This is an optimization exercise on Yosys and OpenROAD, whose aim is small area, a short achievable clock period and few clock cycles, not a production implementation.
Function was checked by simulation only, so behaviour that the tests miss may differ from the original.
No activity file was given, so power comes from the tool's default toggle rates.

==> flow/design.v (outline; a module is shown in full before it is edited, if it fits) <==
// module rbot_solver: 1451 lines
module rbot_solver (
    input clk,
    input reset,
    input start,
    input [161:0] cube_in,
    output reg moves_valid,
    output reg [199:0] moves,
    output reg done
);
  // ...
==> flow/run.sh <==
#!/bin/bash
# synth_recipe.tcl (not shown) runs the flow's synth.tcl, then flattens the netlist and writes it again
# the make line also repeats each setting of config.mk as NAME=value (left out here)
make -C /OpenROAD-flow-scripts/flow DESIGN_CONFIG=/design/flow/config.mk WORK_HOME=/design/flow/orfs CLKGATE_MAP_FILE= SYNTH_SCRIPT=/design/flow/synth_recipe.tcl finish
==> flow/config.mk <==
export PLATFORM = sky130hd
export DESIGN_NAME = rbot_solver
export DESIGN_NICKNAME = rbot_solver
export VERILOG_FILES = /design/flow/design.v
export SDC_FILE = /design/flow/constraint.sdc
export NUM_CORES = 4
export LEC_CHECK = 0
export CAP_MARGIN = 20
export CELL_PAD_IN_SITES_DETAIL_PLACEMENT = 1
export CORE_MARGIN = 2
export CORE_UTILIZATION = 30
export PLACE_DENSITY = 0.5
export SETUP_SLACK_MARGIN = 1.5
export SLEW_MARGIN = 20
==> flow/constraint.sdc <==
create_clock -name core_clock -period 7.0 [get_ports {clk}]
set_input_delay 1.4000 -clock core_clock [delete_from_list [all_inputs] [get_ports {clk}]]
set_output_delay 1.4000 -clock core_clock [all_outputs]
set_load 0.01 [all_outputs]
==> impl_metrics.env, run 1 <==
export IMPL_row_count=133
export IMPL_grt_antenna_before_repair=25
export IMPL_synth_area_um2=39800
export IMPL_status="complete, no violations"
export IMPL_grt_max_degree=73
export IMPL_power_leader="combinational logic"
export IMPL_cts_buffers=17
export IMPL_cp_max_fo=10
export IMPL_taps=1755
export IMPL_yosysTopAreaCell="dfxtp_1"
export IMPL_die_w_um=368
export IMPL_timing_rr_end="s[67]$_DFF_P_"
export IMPL_hold_path_class="reg -> reg"
export IMPL_mostFrequentLayoutCell="buf_4"
export IMPL_switchingPower_uw=15700
export IMPL_hold_path_cell_count=1
export IMPL_clock_latency_ns=0.60
export IMPL_ys_seq_area_share_pct=9.72
export IMPL_nonClockInverterCount=62
export IMPL_design_area_um2=50600
export IMPL_area_growth_synth_to_final_pct=27.1
export IMPL_clock_area_share_pct=1.09
export IMPL_hold_path_end="done$_SDFFE_PP0P_"
export IMPL_ys_flop_type="dfxtp_1"
export IMPL_p_int_uw=8860
export IMPL_multi_input_area_um2=33600
export IMPL_r2r_start="s[101]$_DFF_P_"
export IMPL_dominant_cells="multi-input gates"
export IMPL_synth_edf_count=0
export IMPL_wire_per_inst_um=45.1
export IMPL_routed_wl_met2_um=148000
Testbench counts, summed over its fixed seeds: cycles 2,054.
==> run 2: changes to the inputs <==
--- a/flow/config.mk
+++ b/flow/config.mk
@@ -12,3 +12,3 @@
 export PLACE_DENSITY = 0.5
-export SETUP_SLACK_MARGIN = 1.5
+export SETUP_SLACK_MARGIN = 1.75
 export SLEW_MARGIN = 20
==> run 2 against run 1 <==
Against the previous run: largest cell class unchanged; clock power about the same; combinational power increased by 4%; area after synthesis unchanged; die area unchanged; final area increased by 3.2%; sequential power increased by 2%; non-clock buffer count increased by 79; critical endpoint is now sql[2]$_DFF_P_; first-iteration DRC count decreased by 1.0%; flip-flop and latch count unchanged.
==> impl_metrics.env, run 2 <==
export IMPL_status="complete, no violations"
export IMPL_grt_antenna_before_repair=30
export IMPL_slew_violations=0
export IMPL_initial_core_util_pct=30.3
export IMPL_ys_types=123
export IMPL_grt_setup_unrepaired="true"
export IMPL_wire_per_inst_um=45.0
export IMPL_cp_max_fo=16
export IMPL_viasPerCell=7.93
export IMPL_place_worst_setup_slack_ns=0.292
export IMPL_totalWireLength_um=378000
export IMPL_crit_top_cell="buf_4"
export IMPL_ys_top_cells_by_area="dfxtp_1 (9.7%), nand2_1 (5.3%), o22ai_1 (5.3%)"
export IMPL_powerDensity_nw_per_um2=486
export IMPL_max_stage_delay_ns=0.76
export IMPL_clock_power_share_pct=4.5
export IMPL_ys_seq_area_share_pct=9.72
export IMPL_vdd_drop_max_mv=0.652
export IMPL_regToRegSetupSlack_ns=1.48
export IMPL_grt_overflow=0
export IMPL_area_growth_synth_to_final_pct=31.1
export IMPL_p_int_uw=9310
export IMPL_p_leak_uw=0.0202
export IMPL_largest_reg_flops=144
export IMPL_core_um2=131000
export IMPL_dieArea_um2=135000
export IMPL_slew_limit_headroom_pct=8.97
export IMPL_yosys_register_bits=193
export IMPL_layout_drive_gt1_share_pct=21.2
export IMPL_comb_power_share_pct=85.0
export IMPL_critPathKind="reg -> reg"
export IMPL_ys_flop_type="dfxtp_1"
export IMPL_synth_common_cells="nand2_1 (558), clkbuf_1 (546), nor2_1 (533), o22ai_1 (334), nand3_1 (323)"
export IMPL_synth_edf_count=0
export IMPL_worst_pin_slew_ns=1.36
export IMPL_hold_path_class="reg -> reg"
export IMPL_cts_max_level=4
export IMPL_maxCapViolCount=0
export IMPL_timing_rr_end="sql[2]$_DFF_P_"
export IMPL_placed_area_um2=48900
export IMPL_regMostFlops="s"
export IMPL_first_pass_iters=14
export IMPL_clock_sinks=193
export IMPL_layout_cells_non_filler=8388
export IMPL_crit_required_ns=7.46
export IMPL_finalCritPeriodShare_pct=78.9
export IMPL_setup_viol=0
export IMPL_dp_cells=8220
export IMPL_critPathSlowestCell="nor3_1"
export IMPL_synthDominantCellAreaShare_pct=9.72
export IMPL_tns_ns=0
export IMPL_ioPinCount=367
export IMPL_fillers=16481
export IMPL_antenna_left=0
export IMPL_switching_share_pct=63.3
export IMPL_syn_avg_cell_area_um2=6.49
export IMPL_setup_slack_ns=1.48
export IMPL_grt_max_degree=73
export IMPL_vias=66525
export IMPL_crit_path_start="s[86]$_DFF_P_"
export IMPL_die_w_um=368
export IMPL_drt_iter0_markers=13145
export IMPL_cp_arrival_ns=5.98
export IMPL_finClkSkew_ns=0.0262
export IMPL_end_kind="register"
export IMPL_place_congestion=1.11
export IMPL_max_freq_mhz=181
export IMPL_crit_path_cell_trace="and4bb_4 > nand2_1 > buf_4 > o31a_2 > buf_4 > nor4_2 > buf_4 > nor3_1 > nand3_1 > nor3_1 > nand4b_1 > or4_1 > or4_1 > buf_4 > nor4_4"
export IMPL_synth_area_um2=39800
export IMPL_grt_pass1_vias=62166
export IMPL_drc=0
export IMPL_seqPwrFrac_pct=10.6
export IMPL_cts_buffers=17
export IMPL_reg2regPathDepth=15
export IMPL_clk_pin_slew_ns=0.10
export IMPL_die_y_um=368
export IMPL_final_nets=6763
export IMPL_cts_tree="built"
export IMPL_cp_start_kind="register"
export IMPL_track_usage_pct=52.4
export IMPL_yosysWarnings=1
export IMPL_switchingPower_uw=16100
export IMPL_synth_most_common_cell="nand2_1"
export IMPL_port_buffers=328
export IMPL_hold_violations=0
export IMPL_mostFrequentLayoutCells="buf_4 (779), nand2_1 (546), nor2_1 (515)"
export IMPL_yosysTopAreaCell="dfxtp_1"
export IMPL_top_regs="s: 144 flops, key: 17 flops, sql: 16 flops"
export IMPL_synthCells=6129
export IMPL_period_needed_ns=5.52
export IMPL_clock_latency_ns=0.59
export IMPL_place_hpwl_um=289000
export IMPL_grt_pass1_wl_um=512000
export IMPL_design_area_um2=52200
export IMPL_power_uw=25400
export IMPL_async_flop_share_pct=0
export IMPL_row_count=133
export IMPL_mostFrequentLayoutCell="buf_4"
export IMPL_r2r_start="s[86]$_DFF_P_"
export IMPL_endpoint="sql[2]$_DFF_P_"
export IMPL_cts_root_buf="clkbuf_16"
export IMPL_clockBufferDepth=2
## run 2: how the worst min path moves through the flow
stage | startpoint | to | slack, ns | cells past startpoint
3_5_place_dp | done$_SDFFE_PP0P_ | done$_SDFFE_PP0P_ | 0.46 | 1
4_1_cts | done$_SDFFE_PP0P_ | done$_SDFFE_PP0P_ | 0.48 | 1
2_1_floorplan | busy$_SDFFE_PP0P_ | moves_valid$_SDFF_PP0_ | 0.48 | 1
6_report | done$_SDFFE_PP0P_ | done$_SDFFE_PP0P_ | 0.48 | 1
3_3_place_gp | done$_SDFFE_PP0P_ | done$_SDFFE_PP0P_ | 0.45 | 1
5_1_grt | done$_SDFFE_PP0P_ | done$_SDFFE_PP0P_ | 0.51 | 1
## run 2: area by class of cell
cell class                 instances  area [um2]  area share (%)
antenna                           24        60.1           0.115
clock buffer                      19         453           0.868
clock inverter                    11        96.3           0.185
inverter                          62         233           0.446
multi-input combinational       5118       34300            65.7
sequential                       193        3960            7.58
tap                             1755        2200            4.21
timing repair buffer            1206       10900            20.9
## run 2: cells by family (layout without fill, tap and decap cells)
kind of cell	count (synthesis)	after routing	share of synthesized area, %
other	1	44	0.00943
AND/OR/NAND/NOR	2895	2895	39.8
flip-flops	193	193	9.72
XOR/XNOR	9	9	0.198
multiplexers	2	2	0.0535
AO/OA/AOI/OAI	2192	2192	41.5
buffers and inverters	837	1298	8.73
## run 2: routing by layer
metal  vias up  wire length [um]  track usage [%]
li1      25677                 -                -
met1     32404            138000             64.2
met2      6527            150000             75.0
met3      1897             55200             20.1
met4        20             34500             36.2
met5         -               224             1.53
## run 2: power groups by stage
stage / combinational (uW) / clock, uW / sequential, uW
CTS: 19300 / 1140 / 2550
floorplan: 9660 / 0 / 1890
global route: 21500 / 1160 / 2700
detailed placement: 18900 / 0 / 2520
global placement: 18800 / 0 / 2490
finish: 21600 / 1130 / 2690
## run 2: stage by stage
step	hold WS [ns]	utilization [%]
final	0.480	39.7
after global routing	0.513	39.6
after CTS	0.480	38.3
after detailed placement	0.457	37.2
after global placement	0.452	37.1
after floorplan	0.485	-
## run 2: critical path: cells and delay by family, from the launching register on
family / cells / cell delay [ns]
AO/OA/AOI/OAI: 1 / 0.36
buffers and inverters: 4 / 1.02
flip-flops: 1 / 0.37
AND/OR/NAND/NOR: 10 / 3.55
## run 2: timing repair
item,4_1_cts,5_1_grt
gates cloned,2,3
pin swaps,22,52
gates resized for setup,164,212
setup buffers,35,74
endpoints found under the setup margin,195,160
hold buffers,0,0

[separate check: timing with driven ports]
No port has a modelled driver above. Below, the same layouts with a new extraction and two added sets of constraints. Step 1: set_driving_cell puts a clkbuf_16 on clk and a buf_2 on each other input, an assumption about the parent block. Step 2 moves the port delays by t, midway between the first and last clock arrival at a register: inputs arrive t later, outputs are due t later. That takes back most of the time a late clock gives input paths. Slacks: ideal / step 1 / step 2; pairs: ideal / step 1.
run | t (ns) | setup slack, ns | worst setup path after step 2
run 1 | 0.661 | 1.423 / 1.423 / 1.423 | register to register
run 2 | 0.664 | 1.480 / 1.480 / 1.480 | register to register
After both steps setup and hold are still met in every run listed.
